What follows belongs to an exercise in optimizing a design on an open flow for small area; a production flow would make more cautious choices. Only simulation tests tie the RTL to the original design; equivalence was not proved. No activity file was given, so power comes from the tool's default toggle rates.

==> flow/design.v <==
module TOP_MODULE#(
    parameter NUM_DUT = 2,
    parameter UART_CNT_BAUDRATE = 216,
    parameter UART_FIFO_BYTE_SIZE = 3,
    parameter TEST_ENV_CMDS_BITWIDTH = 2,
    parameter TEST_ENV_ADR_WIDTH = 6,
    parameter TEST_ENV_DATA_BITWIDTH = 16
)(
    input wire          CLK_100MHz,
    input wire          RSTN,
    output wire [3:0]   LED,
    output reg          UART_TX,
    input wire          UART_RX
);
    localparam [9:0] T_SEED = 10'h3FF;
    localparam [9:0] T_MID  = 10'h05F;
    localparam [9:0] T_END  = 10'h329;
    localparam [5:0] DIN_SLOT = 6'd60;
    reg [9:0]  tmr;
    reg        late;     
    reg [3:0]  bst;      
    reg [1:0]  byte_i;   
    reg [23:0] sr;       
    reg        ans_ok;   
    wire idle     = (bst == 4'd0);
    wire bit_mid  = (tmr == T_MID);
    wire bit_end  = (tmr == T_END);
    wire last_bit = (bst == 4'd15);
    wire fr_last  = last_bit & (byte_i == 2'd2);
    wire step_a   = fr_last & late;
    wire step_b   = fr_last & bit_end;
    wire step_c   = idle & (byte_i == 2'd0);
    wire [5:0]  f_adr  = sr[5:0];
    wire [1:0]  f_cmd  = sr[7:6];
    wire [15:0] f_data = {sr[15:8], sr[23:16]};
    reg [1:0]  sel;
    reg        ledbit;
    reg        din_ok;   
    reg        evalid;   
    reg [15:0] rreg;     
    wire is_ctl   = (f_cmd == 2'd0);
    wire is_wr    = (f_cmd == 2'd1);
    wire start    = is_ctl & f_adr[0];
    wire [1:0] new_sel = (is_ctl & f_adr[1]) ? f_data[2:1] : sel;
    reg [15:0] head;
    always @(*) begin
        case ({sel[1], f_adr[0]})
            2'b00: head = sel[0] ? 16'h0610 : 16'h0410;
            2'b01: head = sel[0] ? 16'h0841 : 16'h0800;
            2'b10: head = 16'hF210;
            default: head = 16'h08FC;
        endcase
    end
    wire [15:0] rdata = (f_cmd == 2'd3) ? head : rreg;
    reg [15:0] ring [0:60];
    reg [5:0]  pc;
    wire at_adr = (pc == f_adr);
    wire at_din = (pc == DIN_SLOT);
    wire ram_wr = step_a & is_wr & (at_din | (at_adr & (sel == 2'd2)));
    wire r_ring = step_c & ((at_adr & (sel == 2'd2) & !is_wr) |
                            (at_din & (sel == 2'd1) & start & din_ok));
    wire r_const = (step_c & (sel == 2'd0)) |
                   (step_b & (new_sel == 2'd1) & (start ? !din_ok : !evalid));
    wire [15:0] r_k = idle ? 16'd123 : 16'd0;
    integer i;
    always @(posedge CLK_100MHz) begin
        ring[0] <= ram_wr ? f_data : ring[60];
        for (i = 1; i < 61; i = i + 1)
            ring[i] <= ring[i-1];
        if (r_ring)
            rreg <= ring[60];
        else if (r_const)
            rreg <= r_k;
    end
    wire pc_jump = &pc[4:0];
    always @(posedge CLK_100MHz) begin
        if (!RSTN)
            pc <= 6'd0;
        else
            pc <= {pc[4:2], pc[1] & !pc_jump, pc[0], ~(pc[5] ^ pc[4]) | pc_jump};
    end
    always @(posedge CLK_100MHz) begin
        tmr  <= (idle | bit_end) ? T_SEED : {tmr[8:0], tmr[9] ^ tmr[6]};
        late <= bit_mid | (late & !bit_end);
        if (bit_mid & bst[3])
            sr <= {UART_RX, sr[23:1]};
        else if (step_b) begin
            sr[15:8]  <= rdata[15:8];
            sr[23:16] <= rdata[7:0];
        end
    end
    always @(posedge CLK_100MHz) begin
        if (!RSTN) begin
            bst     <= 4'd0;
            byte_i  <= 2'd0;
            UART_TX <= 1'b1;
            ans_ok  <= 1'b0;
        end else begin
            if (idle) begin
                if (!UART_RX) begin
                    bst     <= 4'd7;
                    UART_TX <= 1'b0;
                end
            end else if (bit_end) begin
                bst     <= bst + 4'd1;
                UART_TX <= last_bit | (ans_ok & sr[0]);
                if (last_bit)
                    byte_i <= (byte_i == 2'd2) ? 2'd0 : byte_i + 2'd1;
            end
            if (step_b)
                ans_ok <= 1'b1;
        end
    end
    always @(posedge CLK_100MHz) begin
        if (!RSTN) begin
            sel    <= 2'd0;
            ledbit <= 1'b0;
            din_ok <= 1'b0;
            evalid <= 1'b0;
        end else if (step_b) begin
            sel <= new_sel;
            if (is_ctl & f_adr[3])
                ledbit <= ~ledbit;
            else if (is_ctl & f_adr[2])
                ledbit <= f_data[0];
            if (is_wr)
                din_ok <= 1'b1;
            evalid <= (new_sel == 2'd1) & (start | evalid);
        end
    end
    assign LED[0] = ledbit;
    assign LED[1] = step_b & start;
    assign LED[2] = sel[0];
    assign LED[3] = sel[1] | evalid;
endmodule
==> flow/run.sh <==
#!/bin/bash
# synth_recipe.tcl (not shown) runs the flow's synth.tcl, then flattens the netlist and writes it again
# the make line also repeats each setting of config.mk as NAME=value (left out here)
make -C /OpenROAD-flow-scripts/flow DESIGN_CONFIG=/design/flow/config.mk WORK_HOME=/design/flow/orfs CLKGATE_MAP_FILE= SYNTH_SCRIPT=/design/flow/synth_recipe.tcl finish
==> flow/config.mk <==
export PLATFORM = sky130hd
export DESIGN_NAME = TOP_MODULE
export DESIGN_NICKNAME = TOP_MODULE
export VERILOG_FILES = /design/flow/design.v
export SDC_FILE = /design/flow/constraint.sdc
export NUM_CORES = 4
export LEC_CHECK = 0
export CAP_MARGIN = 20
export CORE_MARGIN = 2
export CORE_UTILIZATION = 72
export CTS_BUF_LIST = sky130_fd_sc_hd__clkbuf_8
export CTS_CLUSTER_DIAMETER = 50
export CTS_CLUSTER_SIZE = 18
export SLEW_MARGIN = 20
==> flow/constraint.sdc <==
create_clock -name core_clock -period 10.0 [get_ports {CLK_100MHz}]
set_input_delay 2.0000 -clock core_clock [delete_from_list [all_inputs] [get_ports {CLK_100MHz}]]
set_output_delay 2.0000 -clock core_clock [all_outputs]
set_load 0.01 [all_outputs]
==> metrics.md, run 1 <==
| Metric | Value |
|---|---|
| Run status | finished clean |
| Post-synthesis cell type count | 54 |
| Unrepaired setup endpoints after global routing | false |
| Post-CTS setup buffers | 0 |
| Syn Inst Count | 1277 |
| Placeable Area | 31400 sq um |
| Leading post-synthesis cells by cell area | sky130_fd_sc_hd__dfxtp_1 88%, sky130_fd_sc_hd__edfxtp_1 5.3%, sky130_fd_sc_hd__mux2_2 0.79% |
| Slew margin rel. | 35.6% |
| Period Utilization, post-route | 47.0% |
| DIE HEIGHT | 182 um |
| Synthesized-area fraction occupied by xor and xnor cells | 0.307% |
| Number of enable-type register cells in the synthesized netlist | 40 |
| Initial Util | 72.7% |
| Worst path required time | 8.00 ns |
| Critical path launch point type | flop |
| Register cell area after layout | 21300 sq um |
| Final weighted congestion in routability-driven placement | 0.835 |
| Mux contribution to synthesized area | 0.970% |
| Power share of the combinational group | 0.6% |
| Net count after synthesis | 1283 |
| Number of nets still failing antenna checks after routing | 0 |
| Final HPWL from detailed placement | 13600 um |
| Post-detailed-route DRC marker count | 0 |
| Hold-fix buffers, CTS | 0 |
| Wire length of the first global-routing pass | 42200 um |
| Buffer type at the clock tree root | sky130_fd_sc_hd__clkbuf_8 |
| Area growth from synthesis to layout | 6.98% |
| Area occupied by multi-input gates | 1400 sq um |
| Sw Ratio | 19.5% |
| Final Setup Violations | 0 |
| Top cell type's share of synthesized area | 88.2% |
| Number of diodes | 0 |
| H-tree levels | 3 |
| Number of warnings reported in the yosys synthesis log | 2 |
| Cell type with the largest total area after synthesis | sky130_fd_sc_hd__dfxtp_1 |
| Adder-cell share of the synthesized area | 0.164% |
| Largest fanout on the critical path | 6 |
| Fraction of synthesis flops using an asynchronous set or reset pin | 0% |
| Standby leakage power | 9.61 nW |
| Worst hold path class | reg2reg |
| Via-to-Cell Ratio | 4.65 |
| Fillcell total | 1692 |
| Number of vias after detailed routing | 8163 |
| Total number of clock tree sinks | 1046 |
| Starting DRT DRC Count | 454 |
| Transition time at the pin with the least slew margin | 0.964 ns |
| Most used flip-flop cell after synthesis | sky130_fd_sc_hd__dfxtp_1 |
| Die area | 33200 sq um |
| Path type of the worst setup path | reg2out |
| Worst Hold Margin | 0.316 ns |
| Remaining Overflow, GRT | 0 |
| Width of the die | 182 um |
| Setup crit end kind | output port |
| Power per cell area | 249 nW/um^2 |
| Number of standard-cell rows in the floorplan | 65 |
| Simple-Gate Fraction of Synth Area | 3.13% |
| Vias in the first global route | 8200 |
| Drt pass-1 iters | 4 |
| Max-cap check violation count | 0 |
| Category of cells accounting for the largest share of critical-path delay | simple AND/OR/NAND/NOR gates |
| Largest stage delay on the critical path | 0.59 ns |
| Synth Register Bits | 1046 |
| Total instance count after detailed placement | 1670 |
| WL/cell | 14.7 um |
| CP arrival | 2.70 ns |
| Final Skew | 0.0248 ns |
| Peak supply drop | 0.176 mV |
| Cell internal power dissipation | 4.89 mW |
| Fraction of the mapped netlist area in compound gates | 1.53% |
| Wire length reported by the detailed router | 25800 um |
| Crit path time final | 4.70 ns |
| Final Max Tran Viols | 0 |
| Post-synthesis instance area | 22800 sq um |
| # nets final | 1344 |
| I/O pin total | 8 |
| Switching power | 1.18 mW |
| Buf/Inv on CP | 1 |
| Total global-route track usage | 16.1% |
| Post-Syn Area per Cell | 17.9 sq um |
| Initial antenna violation count | 0 |
| Clock latency on the worst-skew pair | 0.62 ns |
| Sequential element share of the synthesized area | 93.5% |
| Layout cell share with drive strength beyond 1 | 7.83% |
| Pin count of the biggest net entering global routing | 31 |
| Dominant cell by count in the synthesized netlist | sky130_fd_sc_hd__dfxtp_1 |
| TritonCTS buffer count | 68 |
| Final Instance Count excl. Fillers | 1756 |
| Final sum of negative setup slack | 0 ns |
| CTS tree | yes |
| Maximum frequency from static timing analysis | 0.213 GHz |
| Largest family of logic cells by synthesized area | simple AND/OR/NAND/NOR gates |
| Synth cell count leaders | 1006 x sky130_fd_sc_hd__dfxtp_1, 40 x sky130_fd_sc_hd__edfxtp_1, 32 x sky130_fd_sc_hd__a21oi_1 |
| Critical path, cell by cell | ha_1 -> nand3_2 -> or3b_2 -> nor3_1 -> clkdlybuf4s50_1 |
| Buffers on Ports | 7 |
| Clock transition at path regs | 0.10 ns |
| Hold violation total from the final report | 0 |
| Clock group share of total power | 29.9% |
| Number of gates resized after CTS | 0 |
| Worst-case clock buffer depth | 3 |
| Sequential share of power | 69.5% |
| Slowest stage cell on the critical path | sky130_fd_sc_hd__clkdlybuf4s50_1 |
==> metal layers <==
layer,track usage (%),wire [um]
met5,0,0
met2,22.3,10500
met4,7.16,767
met1,24.7,13700
met3,3.49,849
==> state kept, by name, indices dropped and copies added, names as in the netlist, 2 cells and up <==
| register | flops |
|---|---|
| rreg | 16 |
| byte_i | 2 |
| ring | 976 |
| sr | 24 |
| sel | 2 |
| tmr | 10 |
| bst | 4 |
| pc | 6 |
==> through the flow <==
stage	utilization, %	power [mW]	cell area, sq um	worst slack (ns)
global route	77.8	6.29	24400	5.12
global placement	74.3	4.35	23300	5.93
finish	77.8	6.07	24400	5.30
floorplan	-	4.34	22800	6.51
detailed placement	74.3	4.35	23300	5.92
CTS	77.8	6.13	24400	5.24
==> area by class of cell <==
| type | count | share of cell area (%) |
|---|---|---|
| clock inverters | 14 | 0.415 |
| well taps | 402 | 2.06 |
| repair buffers | 7 | 0.287 |
| inverters | 6 | 0.0922 |
| multi-input cells | 209 | 5.73 |
| clock buffers | 72 | 4.06 |
| flip-flops and latches | 1046 | 87.4 |
==> cells in the final DEF (no fill, tap or decap), types with 6 or more instances in the layout <==
master,netlist,layout
sky130_fd_sc_hd__a21oi_1,32,32
sky130_fd_sc_hd__and2_1,7,7
sky130_fd_sc_hd__and3_1,6,6
sky130_fd_sc_hd__and4_1,12,12
sky130_fd_sc_hd__clkbuf_8,0,72
sky130_fd_sc_hd__clkdlybuf4s50_1,0,7
sky130_fd_sc_hd__dfxtp_1,1006,1006
sky130_fd_sc_hd__edfxtp_1,40,40
sky130_fd_sc_hd__inv_1,6,13
sky130_fd_sc_hd__mux2_2,16,16
sky130_fd_sc_hd__nand2_1,13,13
sky130_fd_sc_hd__nand3_1,11,11
sky130_fd_sc_hd__nor2_1,29,29
sky130_fd_sc_hd__o21ai_0,9,9
sky130_fd_sc_hd__xor2_1,6,6
==> logic make-up (layout without fill, tap and decap cells) <==
kind of cell,count (synthesis),in the layout
xor+xnor,8,8
compound gates,57,57
buf+inv,22,99
mux,20,20
fa+ha+maj,3,3
flops,1046,1046
simple gates,121,121
==> path summary, 6_finish.rpt <==
| kind | from | endpoint | slack (ns) | cells past startpoint |
|---|---|---|---|---|
| worst min-delay path | ring[47][2] | ring[48][2] | 0.32 | 0 |
| worst max-delay path | bst[0] | LED[1] | 5.30 | 5 |
| worst max register to register | sr[0] | rreg[12] | 7.40 | 5 |
| worst min register to register | ring[47][2] | ring[48][2] | 0.32 | 0 |
==> worst register-to-register path, cell delays in order, from the launching register on <==
cell and delay, ns:
sky130_fd_sc_hd__edfxtp_1 0.56, sky130_fd_sc_hd__xor2_1 0.21, sky130_fd_sc_hd__nor3_1 0.23, sky130_fd_sc_hd__nand4b_1 0.25, sky130_fd_sc_hd__o21ai_0 0.25, sky130_fd_sc_hd__a32o_1 0.72
==> power groups by stage <==
| stage | Clock (mW) | Sequential [mW] | Combinational, mW |
|---|---|---|---|
| 5_1_grt | 2.02 | 4.22 | 0.0389 |
| 3_3_place_gp | 0 | 4.31 | 0.0345 |
| 2_1_floorplan | 0 | 4.31 | 0.0251 |
| 6_report | 1.82 | 4.22 | 0.0355 |
| 3_5_place_dp | 0 | 4.32 | 0.0357 |
| 4_1_cts | 1.87 | 4.22 | 0.0359 |
==> inputs of run 2 (changes only) <==
--- a/flow/config.mk
+++ b/flow/config.mk
@@ -9,6 +9,6 @@
 export CORE_MARGIN = 2
 export CORE_UTILIZATION = 72
 export CTS_BUF_LIST = sky130_fd_sc_hd__clkbuf_8
-export CTS_CLUSTER_DIAMETER = 50
-export CTS_CLUSTER_SIZE = 18
+export CTS_CLUSTER_DIAMETER = 45
+export CTS_CLUSTER_SIZE = 20
 export SLEW_MARGIN = 20
==> metrics.md, run 2 <==
| Metric | Value |
|---|---|
| Run status | finished clean (unchanged) |
| Final HPWL from detailed placement | 13600 um (unchanged) |
| Top Registers | ring: 976 flops, sr: 24 flops, rreg: 16 flops (unchanged) |
| Syn Inst Count | 1277 (unchanged) |
| Path type of the worst setup path | reg2out (unchanged) |
| CTS tree | yes (unchanged) |
| Wire length of the first global-routing pass | 43100 um (was 42200 um) |
| Period Utilization, post-route | 47.2% (was 47.0%) |
| Top cell type's share of synthesized area | 88.2% (unchanged) |
| Most frequent standard cell in the layout excluding fill and tap cells | sky130_fd_sc_hd__dfxtp_1 (unchanged) |
| Unrepaired setup endpoints after global routing | false (unchanged) |
| Number of vias after detailed routing | 8179 (was 8163) |
| Total instance count after detailed placement | 1670 (unchanged) |
| CP arrival | 2.72 ns (was 2.70 ns) |
| Starting DRT DRC Count | 418 (was 454) |
| Worst path required time | 8.00 ns (about the same) |
| Final sum of negative setup slack | 0 ns (unchanged) |
| Most used flip-flop cell after synthesis | sky130_fd_sc_hd__dfxtp_1 (unchanged) |
| Final Max Tran Viols | 0 (unchanged) |
| Number of gates resized after CTS | 0 (unchanged) |
| Pin count of the biggest net entering global routing | 31 (unchanged) |
| Total global-route track usage | 16.4% (was 16.1%) |
| Clock latency on the worst-skew pair | 0.63 ns (was 0.62 ns) |
| Post-Syn Area per Cell | 17.9 sq um (unchanged) |
| Adder-cell share of the synthesized area | 0.164% (unchanged) |
| Fillcell total | 1695 (was 1692) |
| Transition time at the pin with the least slew margin | 0.978 ns (was 0.964 ns) |
| H-tree levels | 2 (was 3) |
| Worst Hold Margin | 0.317 ns (was 0.316 ns) |
| Number of warnings reported in the yosys synthesis log | 2 (unchanged) |
| Vias in the first global route | 8187 (was 8200) |
| Synthesized-area fraction occupied by xor and xnor cells | 0.307% (unchanged) |
| Number of diodes | 0 (unchanged) |
| TritonCTS buffer count | 61 (was 68) |
| Largest family of logic cells by synthesized area | simple AND/OR/NAND/NOR gates (unchanged) |
| Layout cell share with drive strength beyond 1 | 7.41% (was 7.83%) |
| WL/cell | 15.2 um (was 14.7 um) |
| Power per cell area | 246 nW/um^2 (was 249 nW/um^2) |
| Critical path launch point type | flop (unchanged) |
| Total placed instance area | 23300 sq um (unchanged) |
| Standby leakage power | 9.56 nW (was 9.61 nW) |
| Sequential element share of the synthesized area | 93.5% (unchanged) |
| Setup crit end kind | output port (unchanged) |
| Max-cap check violation count | 0 (unchanged) |
| Buffers on Ports | 7 (unchanged) |
| Maximum frequency from static timing analysis | 0.212 GHz (was 0.213 GHz) |
| Final Skew | 0.0242 ns (was 0.0248 ns) |
| DIE HEIGHT | 182 um (unchanged) |
| Number of flip-flops in the largest register | 976 (unchanged) |
| Post-synthesis instance area | 22800 sq um (unchanged) |
| Post-synthesis cell type count | 54 (unchanged) |
| Simple-Gate Fraction of Synth Area | 3.13% (unchanged) |
| Mux contribution to synthesized area | 0.970% (unchanged) |
| Final weighted congestion in routability-driven placement | 0.835 (unchanged) |
| Number of nets still failing antenna checks after routing | 0 (unchanged) |
| Hold violation total from the final report | 0 (unchanged) |
| Wire length reported by the detailed router | 26500 um (was 25800 um) |
| Net count after synthesis | 1283 (unchanged) |
| Fraction of the mapped netlist area in compound gates | 1.53% (unchanged) |
| Fraction of synthesis flops using an asynchronous set or reset pin | 0% (unchanged) |
| Via-to-Cell Ratio | 4.67 (was 4.65) |
| Leading post-synthesis cells by cell area | sky130_fd_sc_hd__dfxtp_1 88%, sky130_fd_sc_hd__edfxtp_1 5.3%, sky130_fd_sc_hd__mux2_2 0.79% (unchanged) |
| Worst-case clock buffer depth | 3 (unchanged) |
| Number of enable-type register cells in the synthesized netlist | 40 (unchanged) |
| Crit path time final | 4.72 ns (was 4.70 ns) |
| Buffer type at the clock tree root | sky130_fd_sc_hd__clkbuf_8 (unchanged) |
| Largest fanout on the critical path | 6 (unchanged) |
| Clock transition at path regs | 0.11 ns (was 0.10 ns) |
| Total number of clock tree sinks | 1046 (unchanged) |
| Placeable Area | 31400 sq um (unchanged) |
| Drt pass-1 iters | 4 (unchanged) |
| Worst hold path class | reg2reg (unchanged) |
| Slew margin rel. | 34.6% (was 35.6%) |
| # nets final | 1337 (was 1344) |
| Width of the die | 182 um (unchanged) |
| Final Instance Count excl. Fillers | 1751 (was 1756) |
| Dominant cell by count in the synthesized netlist | sky130_fd_sc_hd__dfxtp_1 (unchanged) |
| Synth Register Bits | 1046 (unchanged) |
| I/O pin total | 8 (unchanged) |
| Die area | 33200 sq um (unchanged) |
| Remaining Overflow, GRT | 0 (unchanged) |
| Register with the highest flop count | ring (unchanged) |
| Initial Util | 72.7% (unchanged) |
| Summed area of non-filler cells in the final layout | 24300 sq um (was 24400 sq um) |
| Initial antenna violation count | 0 (unchanged) |
| Hold-fix buffers, CTS | 0 (unchanged) |
| Final Setup Violations | 0 (unchanged) |
| Area growth from synthesis to layout | 6.54% (was 6.98%) |
| Post-detailed-route DRC marker count | 0 (unchanged) |
| Number of standard-cell rows in the floorplan | 65 (unchanged) |
| Synth cell count leaders | 1006 x sky130_fd_sc_hd__dfxtp_1, 40 x sky130_fd_sc_hd__edfxtp_1, 32 x sky130_fd_sc_hd__a21oi_1 (unchanged) |
| Cell type with the largest total area after synthesis | sky130_fd_sc_hd__dfxtp_1 (unchanged) |
| Post-CTS setup buffers | 0 (unchanged) |
| Peak supply drop | 0.232 mV (was 0.176 mV) |
| Most frequent cells in the layout | 1006 x sky130_fd_sc_hd__dfxtp_1, 63 x sky130_fd_sc_hd__clkbuf_8, 40 x sky130_fd_sc_hd__edfxtp_1 (was 1006 x sky130_fd_sc_hd__dfxtp_1, 72 x sky130_fd_sc_hd__clkbuf_8, 40 x sky130_fd_sc_hd__edfxtp_1) |
[run 2: logic make-up (layout without fill, tap and decap cells)]
family	after synthesis	count (layout)
muxes	20	20
adders and majority gates	3	3
buffers and inverters	22	94
DFF	1046	1046
xor gates and xnor gates	8	8
and+or+nand+nor	121	121
AOI/OAI and AO/OA	57	57
[run 2: layout make-up]
class | instances | area (sq um) | share of cell area [%]
flip-flops and latches | 1046 | 21300 | 87.7
multi-input cells | 209 | 1400 | 5.75
clock buffers | 63 | 867 | 3.56
well taps | 402 | 503 | 2.07
clock inverters | 18 | 126 | 0.519
repair buffers | 7 | 70.1 | 0.288
inverters | 6 | 22.5 | 0.0926
[run 2: worst max-delay path, stage by stage (launching register included)]
cell,delay (ns)
sky130_fd_sc_hd__dfxtp_1,0.38
sky130_fd_sc_hd__ha_1,0.23
sky130_fd_sc_hd__nand3_2,0.14
sky130_fd_sc_hd__or3b_2,0.48
sky130_fd_sc_hd__nor3_1,0.28
sky130_fd_sc_hd__clkdlybuf4s50_1,0.59
[run 2: stage by stage]
step                      setup slack, ns  util [%]  power (mW)
final                                5.28      77.5        5.99
after CTS                            5.21      77.5        6.05
after floorplan                      6.51         -        4.34
after global routing                 5.10      77.5        6.20
after global placement               5.93      74.3        4.35
after detailed placement             5.92      74.3        4.35
[run 2: path summary, 6_finish.rpt]
check | slack [ns] | end | start | depth (start not counted)
setup / recovery | 5.28 | LED[1] | bst[0] | 5
hold / removal | 0.32 | ring[59][12] | ring[58][12] | 0
setup reg to reg | 7.40 | rreg[4] | sr[0] | 5
hold reg to reg | 0.32 | ring[59][12] | ring[58][12] | 0
[run 2: power breakdown]
group	leakage, nW	total, mW	switching, mW	internal (mW)
registers	8.45	4.22	0.00939	4.21
logic	0.569	0.0356	0.0227	0.0129
clock network	0.544	1.74	1.14	0.592
total	9.56	5.99	1.18	4.82
[run 2: layer usage]
layer | share of wire [%] | GRT usage, % | routed length (um) | up-vias
li1 | - | - | - | 4169
met1 | 52 | 25.0 | 13800 | 3828
met2 | 42 | 24.0 | 11100 | 122
met3 | 3.4 | 3.05 | 912 | 60
met4 | 2.6 | 6.00 | 699 | 0
met5 | 0 | 0 | 0 | -
==> inputs of run 3 (changes only) <==
==> flow/flow/run.sh (new file) <==
#!/bin/bash
# Standard ORFS layout with custom clock-tree and port-buffer arguments.
set -euo pipefail
export CTS_ARGS="-sink_clustering_enable -repair_clock_nets -sink_clustering_size 34 -sink_clustering_max_diameter 45 -buf_list sky130_fd_sc_hd__clkbuf_16 -dont_use_dummy_load"
export BUFFER_PORTS_ARGS="-buffer_cell sky130_fd_sc_hd__buf_1"
bash standard.sh finish > orfs_make.log 2>&1
==> flow/standard.sh (new file) <==
#!/bin/bash
# synth_recipe.tcl (not shown) runs the flow's synth.tcl, then flattens the netlist and writes it again
# the make line also repeats each setting of config.mk as NAME=value (left out here)
make -C /OpenROAD-flow-scripts/flow DESIGN_CONFIG=/design/flow/config.mk WORK_HOME=/design/flow/orfs CLKGATE_MAP_FILE= SYNTH_SCRIPT=/design/flow/synth_recipe.tcl "${@:-finish}"
--- a/flow/config.mk
+++ b/flow/config.mk
@@ -8,7 +8,4 @@
 export CAP_MARGIN = 20
 export CORE_MARGIN = 2
 export CORE_UTILIZATION = 72
-export CTS_BUF_LIST = sky130_fd_sc_hd__clkbuf_8
-export CTS_CLUSTER_DIAMETER = 45
-export CTS_CLUSTER_SIZE = 20
 export SLEW_MARGIN = 20
removed: flow/run.sh
==> metrics.md, run 3 <==
| Metric | Value |
|---|---|
| Buffers on Ports | 7 (unchanged) |
| Worst path required time | 8.00 ns (about the same) |
| CTS tree | yes (unchanged) |
| Cell type with the largest total area after synthesis | sky130_fd_sc_hd__dfxtp_1 (unchanged) |
| Max-cap check violation count | 0 (unchanged) |
| Startpoint of the lowest-slack register-to-register path | sr[0] (unchanged) |
| Most frequent cells in the layout | 1006 x sky130_fd_sc_hd__dfxtp_1, 48 x sky130_fd_sc_hd__clkbuf_16, 40 x sky130_fd_sc_hd__edfxtp_1 (was 1006 x sky130_fd_sc_hd__dfxtp_1, 63 x sky130_fd_sc_hd__clkbuf_8, 40 x sky130_fd_sc_hd__edfxtp_1) |
| Fillcell total | 1641 (was 1695) |
| Sequential element share of the synthesized area | 93.5% (unchanged) |
| Post-Syn Area per Cell | 17.9 sq um (unchanged) |
| Slack of the worst reg-to-reg path | 7.39 ns (was 7.40 ns) |
| Layout cell share with drive strength beyond 1 | 5.70% (was 7.41%) |
| Synth Register Bits | 1046 (unchanged) |
| Width of the die | 182 um (unchanged) |
| Period Utilization, post-route | 42.0% (was 47.2%) |
| Final HPWL from detailed placement | 13300 um (was 13600 um) |
| Placeable Area | 31400 sq um (unchanged) |
| Summed area of non-filler cells in the final layout | 24500 sq um (was 24300 sq um) |
| Peak supply drop | 0.190 mV (was 0.232 mV) |
| Wire length of the first global-routing pass | 46200 um (was 43100 um) |
| Fraction of synthesis flops using an asynchronous set or reset pin | 0% (unchanged) |
| Top Registers | ring: 976 flops, sr: 24 flops, rreg: 16 flops (unchanged) |
| TritonCTS buffer count | 48 (was 61) |
| Critical path launch point type | flop (unchanged) |
| Most used flip-flop cell after synthesis | sky130_fd_sc_hd__dfxtp_1 (unchanged) |
| Total global-route track usage | 17.8% (was 16.4%) |
| Via-to-Cell Ratio | 4.78 (was 4.67) |
| Transition time at the pin with the least slew margin | 1.00 ns (was 0.978 ns) |
| Dominant cell by count in the synthesized netlist | sky130_fd_sc_hd__dfxtp_1 (unchanged) |
| Capture endpoint of the worst hold path | ring[34][13] (was ring[59][12]) |
| Run status | finished clean (unchanged) |
| Worst R2R End | rreg[8] (was rreg[4]) |
| Top cell type's share of synthesized area | 88.2% (unchanged) |
| Beginning of the worst hold path | ring[33][13] (was ring[58][12]) |
| Setup crit end kind | output port (unchanged) |
| WL/cell | 16.4 um (was 15.2 um) |
| Standby leakage power | 9.59 nW (was 9.56 nW) |
| Largest fanout on the critical path | 6 (unchanged) |
| Number of diodes | 0 (unchanged) |
| Clock latency on the worst-skew pair | 0.59 ns (was 0.63 ns) |
| Syn Inst Count | 1277 (unchanged) |
| Worst hold path class | reg2reg (unchanged) |
| Post-synthesis cell type count | 54 (unchanged) |
| Final Max Tran Viols | 0 (unchanged) |
| Number of standard-cell rows in the floorplan | 65 (unchanged) |
| Post-detailed-route DRC marker count | 0 (unchanged) |
| CP arrival | 2.20 ns (was 2.72 ns) |
| # nets final | 1324 (was 1337) |
| Final Skew | 0.0628 ns (was 0.0242 ns) |
| Final Instance Count excl. Fillers | 1718 (was 1751) |
| Crit path time final | 4.20 ns (was 4.72 ns) |
| Unrepaired setup endpoints after global routing | false (unchanged) |
| Remaining Overflow, GRT | 0 (unchanged) |
| DIE HEIGHT | 182 um (unchanged) |
| Number of enable-type register cells in the synthesized netlist | 40 (unchanged) |
| Initial Util | 72.7% (unchanged) |
| Number of flip-flops in the largest register | 976 (unchanged) |
| Number of warnings reported in the yosys synthesis log | 2 (unchanged) |
| Register with the highest flop count | ring (unchanged) |
| Hold-fix buffers, CTS | 0 (unchanged) |
| Worst-case clock buffer depth | 3 (unchanged) |
| Path type of the worst setup path | reg2out (unchanged) |
| Total number of clock tree sinks | 1046 (unchanged) |
| Final weighted congestion in routability-driven placement | 0.796 (was 0.835) |
| Post-synthesis instance area | 22800 sq um (unchanged) |
| Area occupied by multi-input gates | 1400 sq um (unchanged) |
| Total instance count after detailed placement | 1670 (unchanged) |
| I/O pin total | 8 (unchanged) |
| Final Setup Violations | 0 (unchanged) |
| Total placed instance area | 23300 sq um (about the same) |
| Maximum frequency from static timing analysis | 0.238 GHz (was 0.212 GHz) |
| Final sum of negative setup slack | 0 ns (unchanged) |
| Net count after synthesis | 1283 (unchanged) |
| Pin count of the biggest net entering global routing | 35 (was 31) |
| H-tree levels | 2 (unchanged) |
| Synth cell count leaders | 1006 x sky130_fd_sc_hd__dfxtp_1, 40 x sky130_fd_sc_hd__edfxtp_1, 32 x sky130_fd_sc_hd__a21oi_1 (unchanged) |
| Starting DRT DRC Count | 454 (was 418) |
| Most frequent standard cell in the layout excluding fill and tap cells | sky130_fd_sc_hd__dfxtp_1 (unchanged) |
| Wire length reported by the detailed router | 28300 um (was 26500 um) |
| Buffer type at the clock tree root | sky130_fd_sc_hd__clkbuf_16 (was sky130_fd_sc_hd__clkbuf_8) |
| Number of vias after detailed routing | 8205 (was 8179) |
| Number of nets still failing antenna checks after routing | 0 (unchanged) |
| Post-CTS setup buffers | 0 (unchanged) |
| Leading post-synthesis cells by cell area | sky130_fd_sc_hd__dfxtp_1 88%, sky130_fd_sc_hd__edfxtp_1 5.3%, sky130_fd_sc_hd__mux2_2 0.79% (unchanged) |
| Clock transition at path regs | 0.11 ns (about the same) |
| Die area | 33200 sq um (unchanged) |
| Hold violation total from the final report | 0 (unchanged) |
| Initial antenna violation count | 0 (unchanged) |
| Slew margin rel. | 33.2% (was 34.6%) |
| Number of cells on the worst hold path | 0 (unchanged) |
| Drt pass-1 iters | 6 (was 4) |
| Power per cell area | 255 nW/um^2 (was 246 nW/um^2) |
| Register cell area after layout | 21300 sq um (unchanged) |
| Number of gates resized after CTS | 0 (unchanged) |
| Vias in the first global route | 8629 (was 8187) |
| R2r worst-path depth | 5 (unchanged) |
| Area growth from synthesis to layout | 7.26% (was 6.54%) |
## run 3: cell count changes in the layout (fill, tap and decap cells not counted)
cell                              before  now
sky130_fd_sc_hd__clkinvlp_4            1    0
sky130_fd_sc_hd__inv_1                14    6
sky130_fd_sc_hd__clkbuf_8             63    0
sky130_fd_sc_hd__clkdlybuf4s50_1       7    0
sky130_fd_sc_hd__clkinv_8              1    0
sky130_fd_sc_hd__clkbuf_16             0   48
sky130_fd_sc_hd__clkinv_2              2    0
sky130_fd_sc_hd__inv_6                 2    0
sky130_fd_sc_hd__inv_8                 4    0
sky130_fd_sc_hd__buf_1                 0    7
## run 3: power breakdown
group          switching [mW]  leakage (nW)  internal, mW
registers             0.00951          8.45          4.21
clock network            1.13         0.592         0.860
logic                  0.0233         0.552        0.0119
## run 3: final cells by class
cell class                 count  share of cell area [%]
timing repair buffer           7                   0.107
clock buffer                  48                    4.90
inverter                       6                  0.0920
tap                          402                    2.05
multi-input combinational    209                    5.71
sequential                  1046                    87.1
## run 3: logic make-up after synthesis
group / Yosys count / synth area share (%)
DFF: 1046 / 93.5
and+or+nand+nor: 121 / 3.13
AOI/OAI and AO/OA: 57 / 1.53
buffers and inverters: 22 / 0.438
muxes: 20 / 0.970
xor gates and xnor gates: 8 / 0.307
adders and majority gates: 3 / 0.164
## run 3: routing by layer
metal / GRT usage [%] / part of all wire [%] / vias up
met5: 0 / 0 / -
met2: 28.4 / 46 / 101
li1: - / - / 4125
met1: 25.6 / 49 / 3920
met4: 5.39 / 2.4 / 0
met3: 3.09 / 2.8 / 59
## run 3: worst max-delay path, stage by stage (launching register included)
cell                      delay (ns)
sky130_fd_sc_hd__dfxtp_1        0.37
sky130_fd_sc_hd__ha_1           0.22
sky130_fd_sc_hd__nand3_2        0.14
sky130_fd_sc_hd__or3b_2         0.49
sky130_fd_sc_hd__nor3_1         0.25
sky130_fd_sc_hd__buf_1          0.18
## run 3: per-stage QoR
stage               utilization, %  hold slack, ns  power (mW)  setup slack (ns)
floorplan                        -           0.310        4.34              6.51
global placement              74.2           0.310        4.35              6.36
detailed placement            74.2           0.312        4.35              6.37
CTS                           78.0           0.288        6.31              5.76
global route                  78.0           0.287        6.44              5.57
finish                        78.0           0.287        6.25              5.80
## run 3: how the worst max path moves through the flow
| stage | from | to | slack [ns] |
|---|---|---|---|
| 2_1_floorplan | bst[0] | LED[1] | 6.51 |
| 3_3_place_gp | bst[0] | LED[1] | 6.36 |
| 3_5_place_dp | bst[0] | LED[1] | 6.37 |
| 4_1_cts | bst[0] | LED[1] | 5.76 |
| 5_1_grt | bst[0] | LED[1] | 5.57 |
| 6_report | bst[0] | LED[1] | 5.80 |
==> inputs of run 4 (changes only) <==
==> flow/flow/run.sh (replaced) <==
#!/bin/bash
# Standard ORFS layout with custom clock-tree and port-buffer arguments.
set -euo pipefail
export CTS_ARGS="-sink_clustering_enable -repair_clock_nets -sink_clustering_size 23 -sink_clustering_max_diameter 45 -buf_list sky130_fd_sc_hd__clkbuf_8 -dont_use_dummy_load"
export BUFFER_PORTS_ARGS="-buffer_cell sky130_fd_sc_hd__buf_1"
bash standard.sh finish > orfs_make.log 2>&1
==> metrics.md, run 4 <==
| Metric | Value |
|---|---|
| Peak supply drop | 0.177 mV (was 0.190 mV) |
| Number of warnings reported in the yosys synthesis log | 2 (unchanged) |
| Fillcell total | 1772 (was 1641) |
| Transition time at the pin with the least slew margin | 1.00 ns (about the same) |
| Cell internal power dissipation | 4.73 mW (was 5.08 mW) |
| Standby leakage power | 9.40 nW (was 9.59 nW) |
| Placeable Area | 31400 sq um (unchanged) |
| Post-CTS setup buffers | 0 (unchanged) |
| Final Max Tran Viols | 0 (unchanged) |
| Crit path capture | LED[1] (unchanged) |
| Final Setup Violations | 0 (unchanged) |
| Starting DRT DRC Count | 446 (was 454) |
| Pre-CTS setup slack | 6.37 ns (unchanged) |
| Hold-fix buffers, CTS | 0 (unchanged) |
| Worst R2R End | rreg[1] (was rreg[8]) |
| Worst-case clock buffer depth | 3 (unchanged) |
| Sequential share of power | 72.5% (was 67.5%) |
| Startpoint of the lowest-slack register-to-register path | sr[0] (unchanged) |
| Final weighted congestion in routability-driven placement | 0.796 (unchanged) |
| DIE HEIGHT | 182 um (unchanged) |
| Die area | 33200 sq um (unchanged) |
| Top cell type's share of synthesized area | 88.2% (unchanged) |
| Power share of the combinational group | 0.6% (about the same) |
| Dominant cell by count in the synthesized netlist | sky130_fd_sc_hd__dfxtp_1 (unchanged) |
| Leading post-synthesis cells by cell area | sky130_fd_sc_hd__dfxtp_1 88%, sky130_fd_sc_hd__edfxtp_1 5.3%, sky130_fd_sc_hd__mux2_2 0.79% (unchanged) |
| CTS tree | yes (unchanged) |
| Final Instance Count excl. Fillers | 1726 (was 1718) |
| Most used flip-flop cell after synthesis | sky130_fd_sc_hd__dfxtp_1 (unchanged) |
| Number of nets still failing antenna checks after routing | 0 (unchanged) |
| Post-layout power | 5.82 mW (was 6.25 mW) |
| Worst path required time | 8.00 ns (about the same) |
| Cell type with the largest total area after synthesis | sky130_fd_sc_hd__dfxtp_1 (unchanged) |
| Number of enable-type register cells in the synthesized netlist | 40 (unchanged) |
| Via-to-Cell Ratio | 4.70 (was 4.78) |
| Total number of clock tree sinks | 1046 (unchanged) |
| CP arrival | 2.23 ns (was 2.20 ns) |
| I/O pin total | 8 (unchanged) |
| Net count after synthesis | 1283 (unchanged) |
| Initial antenna violation count | 0 (unchanged) |
| Clock group share of total power | 26.9% (was 31.9%) |
| Clock transition at path regs | 0.11 ns (about the same) |
| Slew margin rel. | 33.1% (was 33.2%) |
| Total instance count after detailed placement | 1670 (unchanged) |
| Worst hold path class | reg2reg (unchanged) |
| Sw Ratio | 18.8% (was 18.7%) |
| Drt pass-1 iters | 4 (was 6) |
| Syn Inst Count | 1277 (unchanged) |
| Buffers on Ports | 7 (unchanged) |
| Max-cap check violation count | 0 (unchanged) |
| H-tree levels | 2 (unchanged) |
| Hold violation total from the final report | 0 (unchanged) |
| Launch point of the critical path | bst[0] (unchanged) |
| Number of diodes | 0 (unchanged) |
| Synth Register Bits | 1046 (unchanged) |
| Number of vias after detailed routing | 8109 (was 8205) |
| Most frequent standard cell in the layout excluding fill and tap cells | sky130_fd_sc_hd__dfxtp_1 (unchanged) |
| Width of the die | 182 um (unchanged) |
| Final sum of negative setup slack | 0 ns (unchanged) |
| Total global-route track usage | 15.4% (was 17.8%) |
| Register with the highest flop count | ring (unchanged) |
| Path type of the worst setup path | reg2out (unchanged) |
| Wire length reported by the detailed router | 24900 um (was 28300 um) |
| Unrepaired setup endpoints after global routing | false (unchanged) |
| Setup crit end kind | output port (unchanged) |
| Wire length of the first global-routing pass | 41200 um (was 46200 um) |
| Synth cell count leaders | 1006 x sky130_fd_sc_hd__dfxtp_1, 40 x sky130_fd_sc_hd__edfxtp_1, 32 x sky130_fd_sc_hd__a21oi_1 (unchanged) |
| Post-Syn Area per Cell | 17.9 sq um (unchanged) |
| Layout cell share with drive strength beyond 1 | 6.27% (was 5.70%) |
| Slack of the worst reg-to-reg path | 7.41 ns (was 7.39 ns) |
| Post-detailed-route DRC marker count | 0 (unchanged) |
| Crit path time final | 4.23 ns (was 4.20 ns) |
| Top Registers | ring: 976 flops, sr: 24 flops, rreg: 16 flops (unchanged) |
| Clock latency on the worst-skew pair | 0.62 ns (was 0.59 ns) |
| Remaining Overflow, GRT | 0 (unchanged) |
| Number of gates resized after CTS | 0 (unchanged) |
| Number of standard-cell rows in the floorplan | 65 (unchanged) |
| Number of flip-flops in the largest register | 976 (unchanged) |
| Maximum frequency from static timing analysis | 0.236 GHz (was 0.238 GHz) |
| Most frequent cells in the layout | 1006 x sky130_fd_sc_hd__dfxtp_1, 56 x sky130_fd_sc_hd__clkbuf_8, 40 x sky130_fd_sc_hd__edfxtp_1 (was 1006 x sky130_fd_sc_hd__dfxtp_1, 48 x sky130_fd_sc_hd__clkbuf_16, 40 x sky130_fd_sc_hd__edfxtp_1) |
| Final Skew | 0.0750 ns (was 0.0628 ns) |
| Post-synthesis cell type count | 54 (unchanged) |
| Core utilization of the finished layout | 76.6% (was 78.0%) |
| Initial Util | 72.7% (unchanged) |
| WL/cell | 14.4 um (was 16.4 um) |
| Vias in the first global route | 8182 (was 8629) |
| Final HPWL from detailed placement | 13300 um (unchanged) |
| TritonCTS buffer count | 56 (was 48) |
| # nets final | 1332 (was 1324) |
| Buffer type at the clock tree root | sky130_fd_sc_hd__clkbuf_8 (was sky130_fd_sc_hd__clkbuf_16) |
| Run status | finished clean (unchanged) |
| Power per cell area | 242 nW/um^2 (was 255 nW/um^2) |
| Fraction of synthesis flops using an asynchronous set or reset pin | 0% (unchanged) |
| Period Utilization, post-route | 42.3% (was 42.0%) |
| Critical path launch point type | flop (unchanged) |
| Switching power | 1.09 mW (was 1.17 mW) |
| Largest fanout on the critical path | 6 (unchanged) |
| Setup slack of the critical path after layout | 5.77 ns (was 5.80 ns) |
| Sequential element share of the synthesized area | 93.5% (unchanged) |
| Area growth from synthesis to layout | 5.38% (was 7.26%) |
| Post-synthesis instance area | 22800 sq um (unchanged) |
| Pin count of the biggest net entering global routing | 31 (was 35) |
| R2r worst-path depth | 5 (unchanged) |
[run 4: cell counts after synthesis]
No cell type changed its count.
[run 4: worst min-delay path by stage]
stage,startpoint,to,cells past startpoint
global placement,ring[30][8],ring[31][8],0
finish,ring[43][7],ring[44][7],0
CTS,ring[43][7],ring[44][7],0
global route,ring[43][7],ring[44][7],0
floorplan,ring[9][0],ring[10][0],0
detailed placement,ring[23][2],ring[24][2],0
[run 4: final cells by class]
cell class	instances	area, sq um	share of cell area [%]
timing repair buffer	7	26.3	0.109
tap	402	503	2.09
sequential	1046	21300	88.7
clock buffer	56	771	3.20
multi-input combinational	209	1400	5.81
inverter	6	22.5	0.0936
[run 4: layer usage]
| metal | routed length (um) | GRT usage [%] | up-vias |
|---|---|---|---|
| met5 | 0 | 0 | - |
| met4 | 644 | 5.35 | 0 |
| li1 | - | - | 4142 |
| met1 | 13200 | 23.5 | 3808 |
| met2 | 10100 | 22.2 | 105 |
| met3 | 977 | 3.19 | 54 |
[run 4: cells by family (layout without fill, tap and decap cells)]
group | Yosys count | count (layout) | synth area share [%]
fa+ha+maj | 3 | 3 | 0.164
mux | 20 | 20 | 0.970
buf+inv | 22 | 69 | 0.438
flops | 1046 | 1046 | 93.5
simple gates | 121 | 121 | 3.13
xor+xnor | 8 | 8 | 0.307
compound gates | 57 | 57 | 1.53
[run 4: per-stage QoR]
stage	hold slack, ns	area [sq um]
floorplan	0.310	22800
global placement	0.310	23300
detailed placement	0.312	23300
CTS	0.291	24100
global route	0.296	24100
finish	0.288	24100
[run 4: power by group through the flow]
stage	clock (mW)	combinational, mW	sequential (mW)
after detailed placement	0	0.0347	4.32
after global placement	0	0.0328	4.31
after CTS	1.62	0.0349	4.22
after floorplan	0	0.0251	4.31
after global routing	1.76	0.0377	4.22
final	1.57	0.0344	4.22
[run 4: critical path: stages, from the launching register on]
cell                      delay [ns]
sky130_fd_sc_hd__dfxtp_1        0.37
sky130_fd_sc_hd__ha_1           0.22
sky130_fd_sc_hd__nand3_2        0.14
sky130_fd_sc_hd__or3b_2         0.49
sky130_fd_sc_hd__nor3_1         0.25
sky130_fd_sc_hd__buf_1          0.18
==> inputs of run 5 (changes only) <==
==> flow/flow/run.sh (replaced) <==
#!/bin/bash
# Standard ORFS layout with custom clock-tree and port-buffer arguments.
set -euo pipefail
export CTS_ARGS="-sink_clustering_enable -repair_clock_nets -sink_clustering_size 10 -sink_clustering_max_diameter 30 -buf_list sky130_fd_sc_hd__clkbuf_4 -dont_use_dummy_load"
export BUFFER_PORTS_ARGS="-buffer_cell sky130_fd_sc_hd__buf_1"
bash standard.sh finish > orfs_make.log 2>&1
==> metrics.md, run 5 <==
| Metric | Value |
|---|---|
| Run status | finished clean (unchanged) |
| Top cell type's share of synthesized area | 88.2% (unchanged) |
| Max-cap check violation count | 0 (unchanged) |
| Clock transition at path regs | 0.10 ns (was 0.11 ns) |
| Layout cell share with drive strength beyond 1 | 11.5% (was 6.27%) |
| Number of warnings reported in the yosys synthesis log | 2 (unchanged) |
| Period Utilization, post-route | 44.3% (was 42.3%) |
| Maximum frequency from static timing analysis | 0.226 GHz (was 0.236 GHz) |
| Post-Syn Area per Cell | 17.9 sq um (unchanged) |
| Clock latency on the worst-skew pair | 0.78 ns (was 0.62 ns) |
| Busiest metal layer after global routing | met1 (unchanged) |
| Placeable Area | 31400 sq um (unchanged) |
| Fillcell total | 1786 (was 1772) |
| # nets final | 1411 (was 1332) |
| Power per cell area | 247 nW/um^2 (was 242 nW/um^2) |
| Buffer type at the clock tree root | sky130_fd_sc_hd__clkbuf_4 (was sky130_fd_sc_hd__clkbuf_8) |
| Syn Inst Count | 1277 (unchanged) |
| Hold violation total from the final report | 0 (unchanged) |
| Met1 usage in global routing | 23.6% (was 23.5%) |
| I/O pin total | 8 (unchanged) |
| Sequential element share of the synthesized area | 93.5% (unchanged) |
| Total global-route track usage | 16.5% (was 15.4%) |
| Die area | 33200 sq um (unchanged) |
| Most used flip-flop cell after synthesis | sky130_fd_sc_hd__dfxtp_1 (unchanged) |
| Via-to-Cell Ratio | 4.69 (was 4.70) |
| Total number of clock tree sinks | 1046 (unchanged) |
| Wire length reported by the detailed router | 25400 um (was 24900 um) |
| Critical path launch point type | flop (unchanged) |
| Post-CTS setup buffers | 0 (unchanged) |
| WL/cell | 14.1 um (was 14.4 um) |
| Pre-CTS setup slack | 6.37 ns (unchanged) |
| Drt pass-1 iters | 4 (unchanged) |
| Remaining Overflow, GRT | 0 (unchanged) |
| Final sum of negative setup slack | 0 ns (unchanged) |
| Met3 capacity usage during global routing | 5.29% (was 3.19%) |
| CP arrival | 2.43 ns (was 2.23 ns) |
| Number of flip-flops in the largest register | 976 (unchanged) |
| Final Skew | 0.0659 ns (was 0.0750 ns) |
| Vias in the first global route | 8951 (was 8182) |
| Initial Util | 72.7% (unchanged) |
| Synth Register Bits | 1046 (unchanged) |
| Width of the die | 182 um (unchanged) |
| CTS tree | yes (unchanged) |
| Final HPWL from detailed placement | 13300 um (unchanged) |
| Fraction of synthesis flops using an asynchronous set or reset pin | 0% (unchanged) |
| Number of nets still failing antenna checks after routing | 0 (unchanged) |
| Setup slack of the critical path after layout | 5.57 ns (was 5.77 ns) |
| Total instance count after detailed placement | 1670 (unchanged) |
| Dominant cell by count in the synthesized netlist | sky130_fd_sc_hd__dfxtp_1 (unchanged) |
| Global routing usage on met2 | 22.8% (was 22.2%) |
| Slew margin rel. | 31.9% (was 33.1%) |
| Transition time at the pin with the least slew margin | 1.02 ns (was 1.00 ns) |
| Initial antenna violation count | 2 (was 0) |
| Post-synthesis instance area | 22800 sq um (unchanged) |
| Register with the highest flop count | ring (unchanged) |
| Worst hold path class | reg2reg (unchanged) |
| Net count after synthesis | 1283 (unchanged) |
| Unrepaired setup endpoints after global routing | false (unchanged) |
| Worst path required time | 8.00 ns (about the same) |
| Starting DRT DRC Count | 440 (was 446) |
| Synth cell count leaders | 1006 x sky130_fd_sc_hd__dfxtp_1, 40 x sky130_fd_sc_hd__edfxtp_1, 32 x sky130_fd_sc_hd__a21oi_1 (unchanged) |
| Pin count of the biggest net entering global routing | 31 (unchanged) |
| Final weighted congestion in routability-driven placement | 0.796 (unchanged) |
| Post-detailed-route DRC marker count | 0 (unchanged) |
| Cell type with the largest total area after synthesis | sky130_fd_sc_hd__dfxtp_1 (unchanged) |
| Number of standard-cell rows in the floorplan | 65 (unchanged) |
| TritonCTS buffer count | 135 (was 56) |
| Largest fanout on the critical path | 6 (unchanged) |
| Post-synthesis cell type count | 54 (unchanged) |
| Worst-case clock buffer depth | 3 (unchanged) |
| Worst Hold Margin | 0.283 ns (was 0.288 ns) |
| Post-layout power | 6.00 mW (was 5.82 mW) |
| Path type of the worst setup path | reg2out (unchanged) |
| Peak supply drop | 0.151 mV (was 0.177 mV) |
| Most frequent cells in the layout | 1006 x sky130_fd_sc_hd__dfxtp_1, 135 x sky130_fd_sc_hd__clkbuf_4, 40 x sky130_fd_sc_hd__edfxtp_1 (was 1006 x sky130_fd_sc_hd__dfxtp_1, 56 x sky130_fd_sc_hd__clkbuf_8, 40 x sky130_fd_sc_hd__edfxtp_1) |
| Summed area of non-filler cells in the final layout | 24300 sq um (was 24100 sq um) |
| Area growth from synthesis to layout | 6.47% (was 5.38%) |
| Crit path time final | 4.43 ns (was 4.23 ns) |
| Leading post-synthesis cells by cell area | sky130_fd_sc_hd__dfxtp_1 88%, sky130_fd_sc_hd__edfxtp_1 5.3%, sky130_fd_sc_hd__mux2_2 0.79% (unchanged) |
| Total placed instance area | 23300 sq um (unchanged) |
| Number of enable-type register cells in the synthesized netlist | 40 (unchanged) |
| Hold-fix buffers, CTS | 0 (unchanged) |
| Core utilization of the finished layout | 77.4% (was 76.6%) |
| Wire length of the first global-routing pass | 43200 um (was 41200 um) |
| Most frequent standard cell in the layout excluding fill and tap cells | sky130_fd_sc_hd__dfxtp_1 (unchanged) |
| Top Registers | ring: 976 flops, sr: 24 flops, rreg: 16 flops (unchanged) |
| Standby leakage power | 9.62 nW (was 9.40 nW) |
| Final Setup Violations | 0 (unchanged) |
| H-tree levels | 4 (was 2) |
| Buffers on Ports | 7 (unchanged) |
| Number of gates resized after CTS | 0 (unchanged) |
| Final Instance Count excl. Fillers | 1808 (was 1726) |
| DIE HEIGHT | 182 um (unchanged) |
| Setup crit end kind | output port (unchanged) |
| Number of vias after detailed routing | 8482 (was 8109) |
| Final Max Tran Viols | 0 (unchanged) |
-- run 5: cell types whose count changed in the layout (fill, tap and decap cells not counted), sizes merged --
cell,change
clkbuf,+79
diode,+3
-- run 5: cell families (layout without fill, tap and decap cells) --
group,count (synthesis),count (layout),share of synthesized area (%)
buffers and inverters,22,148,0.438
other,0,3,0
multiplexers,20,20,0.970
AND/OR/NAND/NOR,121,121,3.13
adder cells (fa/ha/maj),3,3,0.164
flip-flops,1046,1046,93.5
XOR/XNOR,8,8,0.307
AO/OA/AOI/OAI,57,57,1.53
-- run 5: cell type report --
cell class / count / area, sq um / area share (%)
multi-input cells: 209 / 1400 / 5.75
well taps: 402 / 503 / 2.07
flip-flops and latches: 1046 / 21300 / 87.8
inverters: 6 / 22.5 / 0.0926
clock buffers: 135 / 1010 / 4.17
diodes: 3 / 7.51 / 0.0309
repair buffers: 7 / 26.3 / 0.108
-- run 5: critical path, stage by stage (launching register included) --
cell,delay [ns]
sky130_fd_sc_hd__dfxtp_1,0.37
sky130_fd_sc_hd__ha_1,0.22
sky130_fd_sc_hd__nand3_2,0.14
sky130_fd_sc_hd__or3b_2,0.50
sky130_fd_sc_hd__nor3_1,0.25
sky130_fd_sc_hd__buf_1,0.18
-- run 5: per-layer routing --
metal	wire length, um	vias to the layer above
li1	-	4338
met1	13300	3968
met2	10600	143
met3	1110	33
met4	403	0
met5	0	-
-- run 5: worst paths after layout --
check / from / end / slack, ns / cells past startpoint
setup / recovery: bst[0] / LED[1] / 5.57 / 5
hold reg to reg: ring[57][1] / ring[58][1] / 0.28 / 0
setup reg to reg: sr[0] / rreg[15] / 7.38 / 5
hold / removal: ring[57][1] / ring[58][1] / 0.28 / 0
-- run 5: where the power goes --
part           switching [mW]  internal (mW)
clock                    1.12          0.625
combinational          0.0225         0.0119
sequential            0.00909           4.21
total                    1.15           4.85
==> inputs of run 6 (changes only) <==
==> flow/flow/run.sh (replaced) <==
#!/bin/bash
# Standard ORFS layout with custom clock-tree and port-buffer arguments.
set -euo pipefail
export CTS_ARGS="-sink_clustering_enable -repair_clock_nets -sink_clustering_size 12 -sink_clustering_max_diameter 30 -buf_list sky130_fd_sc_hd__clkbuf_4 sky130_fd_sc_hd__clkbuf_8 -dont_use_dummy_load"
export BUFFER_PORTS_ARGS="-buffer_cell sky130_fd_sc_hd__buf_1"
bash standard.sh finish > orfs_make.log 2>&1
==> metrics.md, run 6 <==
| Metric | Value |
|---|---|
| Syn Inst Count | 1277 (unchanged) |
| Dominant cell by count in the synthesized netlist | sky130_fd_sc_hd__dfxtp_1 (unchanged) |
| Number of warnings reported in the yosys synthesis log | 2 (unchanged) |
| Final weighted congestion in routability-driven placement | 0.796 (unchanged) |
| Total placed instance area | 23300 sq um (unchanged) |
| Net count after synthesis | 1283 (unchanged) |
| Cell type with the largest total area after synthesis | sky130_fd_sc_hd__dfxtp_1 (unchanged) |
| Post-Syn Area per Cell | 17.9 sq um (unchanged) |
| Top cell type's share of synthesized area | 88.2% (unchanged) |
| Buffers on Ports | 7 (unchanged) |
| Fraction of synthesis flops using an asynchronous set or reset pin | 0% (unchanged) |
| Post-synthesis cell type count | 54 (unchanged) |
| Simple-Gate Fraction of Synth Area | 3.13% (unchanged) |
| Adder-cell share of the synthesized area | 0.164% (unchanged) |
| Sequential element share of the synthesized area | 93.5% (unchanged) |
| Most used flip-flop cell after synthesis | sky130_fd_sc_hd__dfxtp_1 (unchanged) |
| Largest family of logic cells by synthesized area | simple AND/OR/NAND/NOR gates (unchanged) |
| DIE HEIGHT | 182 um (unchanged) |
| Initial Util | 72.7% (unchanged) |
| Synth cell count leaders | 1006 x sky130_fd_sc_hd__dfxtp_1, 40 x sky130_fd_sc_hd__edfxtp_1, 32 x sky130_fd_sc_hd__a21oi_1 (unchanged) |
| Final HPWL from detailed placement | 13300 um (unchanged) |
| Error | [ERROR STA-0564] clock_tree_synthesis positional arguments not supported. |
| Stage where the flow stopped | clock tree synthesis |
| Synth Register Bits | 1046 (unchanged) |
| Run status | did not finish (was finished clean) |
| Width of the die | 182 um (unchanged) |
| Number of enable-type register cells in the synthesized netlist | 40 (unchanged) |
| Leading post-synthesis cells by cell area | sky130_fd_sc_hd__dfxtp_1 88%, sky130_fd_sc_hd__edfxtp_1 5.3%, sky130_fd_sc_hd__mux2_2 0.79% (unchanged) |
| I/O pin total | 8 (unchanged) |
| Post-synthesis instance area | 22800 sq um (unchanged) |
| Mux contribution to synthesized area | 0.970% (unchanged) |
| Synthesized-area fraction occupied by xor and xnor cells | 0.307% (unchanged) |
| Number of standard-cell rows in the floorplan | 65 (unchanged) |
| Fraction of the mapped netlist area in compound gates | 1.53% (unchanged) |
-- run 6: power by group through the flow --
stage          clock (mW)  combinational [mW]  sequential [mW]
2_1_floorplan           0              0.0251             4.31
3_3_place_gp            0              0.0328             4.31
3_5_place_dp            0              0.0347             4.32
-- run 6: worst max-delay path by stage --
stage / start / end / slack [ns] / cells after the start
3_5_place_dp: bst[0] / LED[1] / 6.37 / 5
3_3_place_gp: bst[0] / LED[1] / 6.36 / 5
2_1_floorplan: bst[0] / LED[1] / 6.51 / 4
-- run 6: per-stage QoR --
stage	total power, mW	setup WS [ns]	instances
3_3_place_gp	4.35	6.36	1670
2_1_floorplan	4.34	6.51	1277
3_5_place_dp	4.35	6.37	1670
-- run 6: logic make-up after synthesis --
| kind of cell | after synthesis |
|---|---|
| flip-flops | 1046 |
| AND/OR/NAND/NOR | 121 |
| AO/OA/AOI/OAI | 57 |
| buffers and inverters | 22 |
| multiplexers | 20 |
| XOR/XNOR | 8 |
| adder cells (fa/ha/maj) | 3 |
==> inputs of run 7 (changes only) <==
==> flow/flow/run.sh (replaced) <==
#!/bin/bash
# Standard ORFS layout with custom clock-tree and port-buffer arguments.
set -euo pipefail
export CTS_ARGS="-sink_clustering_enable -repair_clock_nets -sink_clustering_size 21 -sink_clustering_max_diameter 45 -buf_list sky130_fd_sc_hd__clkbuf_8 -dont_use_dummy_load"
export BUFFER_PORTS_ARGS="-buffer_cell sky130_fd_sc_hd__buf_1"
bash standard.sh finish > orfs_make.log 2>&1
==> metrics.md, run 7 <==
| Metric | Value |
|---|---|
| Register with the highest flop count | ring |
| Syn Inst Count | 1277 (unchanged) |
| Path type of the worst setup path | reg2out |
| Starting DRT DRC Count | 567 |
| Slew margin rel. | 34.2% |
| Number of warnings reported in the yosys synthesis log | 2 (unchanged) |
| Number of nets still failing antenna checks after routing | 0 |
| Vias in the first global route | 8286 |
| Beginning of the worst hold path | ring[0][6] |
| Wire length of the first global-routing pass | 41800 um |
| Top Registers | ring: 976 flops, sr: 24 flops, rreg: 16 flops |
| Post-CTS setup buffers | 0 |
| Most frequent cells in the layout | 1006 x sky130_fd_sc_hd__dfxtp_1, 59 x sky130_fd_sc_hd__clkbuf_8, 40 x sky130_fd_sc_hd__edfxtp_1 |
| Via-to-Cell Ratio | 4.68 |
| Worst-case clock buffer depth | 3 |
| Sequential element share of the synthesized area | 93.5% (unchanged) |
| Hold violation total from the final report | 0 |
| Pin count of the biggest net entering global routing | 31 |
| Critical path launch point type | flop |
| Run status | finished clean (was did not finish) |
| Die area | 33200 sq um |
| Power per cell area | 243 nW/um^2 |
| CP arrival | 2.25 ns |
| Total global-route track usage | 15.7% |
| R2r worst-path depth | 5 |
| Post-detailed-route DRC marker count | 0 |
| Most used flip-flop cell after synthesis | sky130_fd_sc_hd__dfxtp_1 (unchanged) |
| Post-Syn Area per Cell | 17.9 sq um (unchanged) |
| Leading post-synthesis cells by cell area | sky130_fd_sc_hd__dfxtp_1 88%, sky130_fd_sc_hd__edfxtp_1 5.3%, sky130_fd_sc_hd__mux2_2 0.79% (unchanged) |
| Synth cell count leaders | 1006 x sky130_fd_sc_hd__dfxtp_1, 40 x sky130_fd_sc_hd__edfxtp_1, 32 x sky130_fd_sc_hd__a21oi_1 (unchanged) |
| Total number of clock tree sinks | 1046 |
| Worst R2R End | rreg[0] |
| WL/cell | 14.6 um |
| Fillcell total | 1763 |
| CTS tree | yes |
| Unrepaired setup endpoints after global routing | false |
| Remaining Overflow, GRT | 0 |
| Final Setup Violations | 0 |
| Most frequent standard cell in the layout excluding fill and tap cells | sky130_fd_sc_hd__dfxtp_1 |
| Period Utilization, post-route | 42.5% |
| Final Instance Count excl. Fillers | 1729 |
| Final sum of negative setup slack | 0 ns |
| Worst path required time | 8.00 ns |
| Max-cap check violation count | 0 |
| H-tree levels | 2 |
| Standby leakage power | 9.42 nW |
| Cell type with the largest total area after synthesis | sky130_fd_sc_hd__dfxtp_1 (unchanged) |
| Top cell type's share of synthesized area | 88.2% (unchanged) |
| Peak supply drop | 0.172 mV |
| Initial antenna violation count | 0 |
| Startpoint of the lowest-slack register-to-register path | sr[0] |
| Final Skew | 0.0895 ns |
| Number of standard-cell rows in the floorplan | 65 (unchanged) |
| Clock latency on the worst-skew pair | 0.64 ns |
| Number of flip-flops in the largest register | 976 |
| Layout cell share with drive strength beyond 1 | 6.48% |
| Clock transition at path regs | 0.11 ns |
| Synth Register Bits | 1046 (unchanged) |
| Post-synthesis cell type count | 54 (unchanged) |
| Core utilization of the finished layout | 76.8% |
| Hold-fix buffers, CTS | 0 |
| Placeable Area | 31400 sq um |
| Buffer type at the clock tree root | sky130_fd_sc_hd__clkbuf_8 |
| Area growth from synthesis to layout | 5.56% |
| Number of diodes | 0 |
| Number of vias after detailed routing | 8094 |
| Slack of the worst reg-to-reg path | 7.37 ns |
| I/O pin total | 8 (unchanged) |
| Total instance count after detailed placement | 1670 (unchanged) |
| Fraction of synthesis flops using an asynchronous set or reset pin | 0% (unchanged) |
| Worst hold path class | reg2reg |
| Initial Util | 72.7% (unchanged) |
| Maximum frequency from static timing analysis | 0.236 GHz |
| Number of cells on the worst hold path | 0 |
| Number of gates resized after CTS | 0 |
| Largest stage delay on the critical path | 0.49 ns |
| Largest fanout on the critical path | 6 |
| Critical path, cell by cell | ha_1 -> nand3_2 -> or3b_2 -> nor3_1 -> buf_1 |
| Post-synthesis instance area | 22800 sq um (unchanged) |
| Wire length reported by the detailed router | 25300 um |
| Number of enable-type register cells in the synthesized netlist | 40 (unchanged) |
| Category of cells accounting for the largest share of critical-path delay | simple AND/OR/NAND/NOR gates |
| # nets final | 1335 |
| Final Max Tran Viols | 0 |
| DIE HEIGHT | 182 um (unchanged) |
| TritonCTS buffer count | 59 |
| Crit path time final | 4.25 ns |
| Net count after synthesis | 1283 (unchanged) |
| Transition time at the pin with the least slew margin | 0.982 ns |
| Slowest stage cell on the critical path | sky130_fd_sc_hd__or3b_2 |
| Drt pass-1 iters | 4 |
| Final weighted congestion in routability-driven placement | 0.796 (unchanged) |
| Dominant cell by count in the synthesized netlist | sky130_fd_sc_hd__dfxtp_1 (unchanged) |
| Capture endpoint of the worst hold path | ring[1][6] |
| Post-layout power | 5.86 mW |
| Final HPWL from detailed placement | 13300 um (unchanged) |
| Buf/Inv on CP | 1 |
| Setup crit end kind | output port |
| Width of the die | 182 um (unchanged) |
| Buffers on Ports | 7 (unchanged) |
==> run 7: metal layers <==
layer	part of all wire [%]	global-route usage (%)	wire length [um]
met4	2.3	5.26	586
met2	41	23.0	10400
met3	3.8	3.59	958
met1	53	23.5	13400
met5	0	0	0
==> run 7: worst max path at each step <==
stage	startpoint	endpoint	slack (ns)	cells past startpoint
CTS	bst[0]	LED[1]	5.71	5
detailed placement	bst[0]	LED[1]	6.37	5
global placement	bst[0]	LED[1]	6.36	5
finish	bst[0]	LED[1]	5.75	5
floorplan	bst[0]	LED[1]	6.51	4
global route	bst[0]	LED[1]	5.52	5
==> run 7: cells by family after synthesis <==
logic type	after synthesis	share of synthesized area, %
AO/OA/AOI/OAI	57	1.53
XOR/XNOR	8	0.307
adder cells (fa/ha/maj)	3	0.164
buffers and inverters	22	0.438
flip-flops	1046	93.5
multiplexers	20	0.970
AND/OR/NAND/NOR	121	3.13
==> run 7: per-stage QoR <==
step | area (sq um) | hold WS [ns] | setup slack (ns)
floorplan | 22800 | 0.310 | 6.51
global placement | 23300 | 0.310 | 6.36
detailed placement | 23300 | 0.312 | 6.37
CTS | 24100 | 0.194 | 5.71
global route | 24100 | 0.221 | 5.52
finish | 24100 | 0.232 | 5.75
==> run 7: cell type report <==
| class | instances | area [sq um] | area share (%) |
|---|---|---|---|
| tap | 402 | 503 | 2.09 |
| sequential | 1046 | 21300 | 88.5 |
| clock buffer | 59 | 812 | 3.37 |
| inverter | 6 | 22.5 | 0.0934 |
| multi-input combinational | 209 | 1400 | 5.80 |
| timing repair buffer | 7 | 26.3 | 0.109 |
==> run 7: worst register-to-register path, delay by kind of cell, from the launching register on <==
family                    cells  cell delay [ns]
AOI/OAI and AO/OA             2             0.97
DFF                           1             0.59
and+or+nand+nor               2             0.47
xor gates and xnor gates      1             0.22
==> run 7: report_power, final <==
group	internal (mW)	switching (mW)	total (mW)
sequential	4.21	0.00928	4.22
clock	0.532	1.08	1.61
combinational	0.0119	0.0224	0.0343
total	4.75	1.11	5.86

[re-timing with driven ports]
No port has a modelled driver above. Below, the same layouts with a new extraction and two added sets of constraints.
Step 1 (the two cells are an assumption about what drives the block):
set clk [get_ports {CLK_100MHz}]
set_driving_cell -lib_cell sky130_fd_sc_hd__clkbuf_16 $clk
set_driving_cell -lib_cell sky130_fd_sc_hd__buf_2 [delete_from_list [all_inputs] $clk]
Step 2, shift: input delay + t, output delay - t, t = (earliest + latest rising clock arrival at the registers) / 2. This alone moves slack from input paths to output paths.
Three values: no drivers, after step 1, after step 2; two values: the first two.
run	shift t [ns]	setup slack, ns	worst hold slack (ns)	worst setup path at the end	worst slew at a driven data input, ns
run 1	0.651	5.303 / 5.256 / 5.907	0.316 / 0.316 / 0.316	register to output	0.03
run 2	0.667	5.282 / 5.234 / 5.902	0.317 / 0.317 / 0.317	register to output	0.03
run 3	0.610	5.798 / 5.745 / 6.355	0.287 / 0.287 / 0.287	register to output	0.03
run 4	0.635	5.768 / 5.720 / 6.354	0.288 / 0.288 / 0.288	register to output	0.03
run 5	0.800	5.566 / 5.516 / 6.316	0.283 / 0.283 / 0.283	register to output	0.03
run 7	0.644	5.755 / 5.706 / 6.350	0.232 / 0.232 / 0.232	register to output	0.03
After both steps setup and hold are still met in every run listed.
